Background: an optimization exercise with open tools, aiming at small area. Do not read the settings as production practice. In this exercise RTL edits were held to simulation tests only and were not proved equivalent to the original.

// altitude_reflex_chip
module altitude_reflex_chip (
    input wire clk,
    input wire rst_n,
    input wire signed [15:0] altitude_current,
    input wire signed [15:0] altitude_target,
    input wire signed [15:0] velocity_z,
    input wire signed [15:0] accel_z,
    input wire [7:0] compliance,
    input wire signed [15:0] pid_kp,
    input wire signed [15:0] pid_ki,
    input wire signed [15:0] pid_kd,
    output wire signed [15:0] thrust_output,
    output reg control_valid
);
export LEC_CHECK = 0
export ABC_AREA = 1
export CAP_MARGIN = 5
export CORE_MARGIN = 2
export CORE_UTILIZATION = 40
export SLEW_MARGIN = 5
export SYNTH_HIERARCHICAL = 1
create_clock -name core_clock -period 25.0 [get_ports {clk}]
standard.sh (not shown) runs the stock make flow with config.mk's settings and CLKGATE_MAP_FILE= SYNTH_SCRIPT=/design/flow/synth_recipe.tcl, a recipe that flattens the netlist after the stock synthesis.
==> flow/flow/run.sh <==
#!/bin/bash
# The standard layout (the standard.sh) with these changes:
#  - synthesis is the standard synthesis (synth_recipe.tcl and ORFS's
#    synth.tcl, unchanged but for one line) with ABC's technology-mapping
#    script replaced by flow/abc_area_amap.script (area-oriented mapping);
#    registers, flattening and renaming are exactly as in the standard synthesis;
#  - every input and output port gets a sky130_fd_sc_hd__buf_1 buffer;
#  - the buffers that synthesis inserted are removed once at floorplan and
#    global placement is not timing driven (the design meets timing with margin);
#  - clock tree synthesis uses clkbuf_4/clkbuf_8 and inserts no dummy loads.
# Each tool's full output is in standard.log (and ORFS's own logs under orfs/logs).
set -o pipefail
HERE=$(pwd)
F=$HERE/flow
sed "s#\$::env(SCRIPTS_DIR)/abc_area.script#$F/abc_area_amap.script#" \
  "$FLOW_HOME/scripts/synth_preamble.tcl" > "$HERE/synth_preamble_amap.tcl"
sed "s#source \$::env(SCRIPTS_DIR)/synth_preamble.tcl#source $HERE/synth_preamble_amap.tcl#" \
  "$FLOW_HOME/scripts/synth.tcl" > "$HERE/synth_amap.tcl"
sed "s#source \$::env(SCRIPTS_DIR)/synth.tcl#source $HERE/synth_amap.tcl#" \
  "$HERE/synth_recipe.tcl" > "$HERE/synth_recipe_amap.tcl"
for f in synth_preamble_amap.tcl synth_amap.tcl synth_recipe_amap.tcl; do
  [ -s "$HERE/$f" ] || { echo "empty $f" > flow_error.log; exit 1; }
done
grep -q "abc_area_amap.script" "$HERE/synth_preamble_amap.tcl" || { echo "preamble edit failed" > flow_error.log; exit 1; }
grep -q "synth_preamble_amap.tcl" "$HERE/synth_amap.tcl" || { echo "synth edit failed" > flow_error.log; exit 1; }
grep -q "synth_amap.tcl" "$HERE/synth_recipe_amap.tcl" || { echo "synth_recipe edit failed" > flow_error.log; exit 1; }
export BUFFER_PORTS_ARGS="-buffer_cell sky130_fd_sc_hd__buf_1"
export CTS_ARGS="-sink_clustering_enable -repair_clock_nets -dont_use_dummy_load -buf_list {sky130_fd_sc_hd__clkbuf_4 sky130_fd_sc_hd__clkbuf_8}"
bash standard.sh SYNTH_SCRIPT="$HERE/synth_recipe_amap.tcl" REMOVE_ABC_BUFFERS=1 GPL_TIMING_DRIVEN=0 > standard.log 2>&1
==> flow/flow/abc_area_amap.script <==
strash
dch -f
amap
topo
dnsize -c
The first run completed, yet does not pass: max-capacitance violations, max-slew violations.
Edit:
--- a/flow/flow/run.sh
+++ b/flow/flow/run.sh
@@ -8,5 +8,5 @@
 #  - the buffers that synthesis inserted are removed once at floorplan and
 #    global placement is not timing driven (the design meets timing with margin);
-#  - clock tree synthesis uses clkbuf_4/clkbuf_8 and inserts no dummy loads.
+#  - clock tree synthesis uses clkbuf_4/clkbuf_8 and inserts no dummy loads (no sink clustering).
 # Each tool's full output is in standard.log (and ORFS's own logs under orfs/logs).
 set -o pipefail
@@ -26,4 +26,4 @@
 grep -q "synth_amap.tcl" "$HERE/synth_recipe_amap.tcl" || { echo "synth_recipe edit failed" > flow_error.log; exit 1; }
 export BUFFER_PORTS_ARGS="-buffer_cell sky130_fd_sc_hd__buf_1"
-export CTS_ARGS="-sink_clustering_enable -repair_clock_nets -dont_use_dummy_load -buf_list {sky130_fd_sc_hd__clkbuf_4 sky130_fd_sc_hd__clkbuf_8}"
+export CTS_ARGS="-repair_clock_nets -dont_use_dummy_load -buf_list {sky130_fd_sc_hd__clkbuf_4 sky130_fd_sc_hd__clkbuf_8}"
 bash standard.sh SYNTH_SCRIPT="$HERE/synth_recipe_amap.tcl" REMOVE_ABC_BUFFERS=1 GPL_TIMING_DRIVEN=0 > standard.log 2>&1
- CAP_MARGIN: 5 -> 20
- SLEW_MARGIN: 5 -> 20
=> This time the run ran to the end with no violations; via count went down slightly; first-iteration DRC count went up by a few percent; final cell count went down slightly; die area is unchanged; register-to-register slack gains 0.11 ns; clock-buffer cell count stays the same; synthesized cell count is unchanged; critical path depth does not change; global-route usage went up by 0.16 points; area after synthesis does not change.

[re-timing with driven ports]
No port has a modelled driver above. Below, the same layouts with a new extraction and two added sets of constraints.
Step 1 assumes that a clkbuf_16 drives the clock port and a buf_2 every other input.
Step 2 also shifts input and output timing later by t, the mid clock arrival at the registers, as if the neighbouring blocks saw the same clock.
Slacks: ideal ports / drivers / drivers and shift; pairs: ideal ports / drivers.
run	t, ns	setup slack, ns	slew at the worst register clock pin (ns)	pins driven straight from the clock port
the first run	0.438	1.023 / 1.048 / 0.610	0.09 / 0.09	1
the second run	0.439	1.164 / 1.193 / 0.755	0.08 / 0.08	1
The setup slack of the first run, which loses most, moves by +0.025 ns with the drivers and by -0.413 ns with both steps.
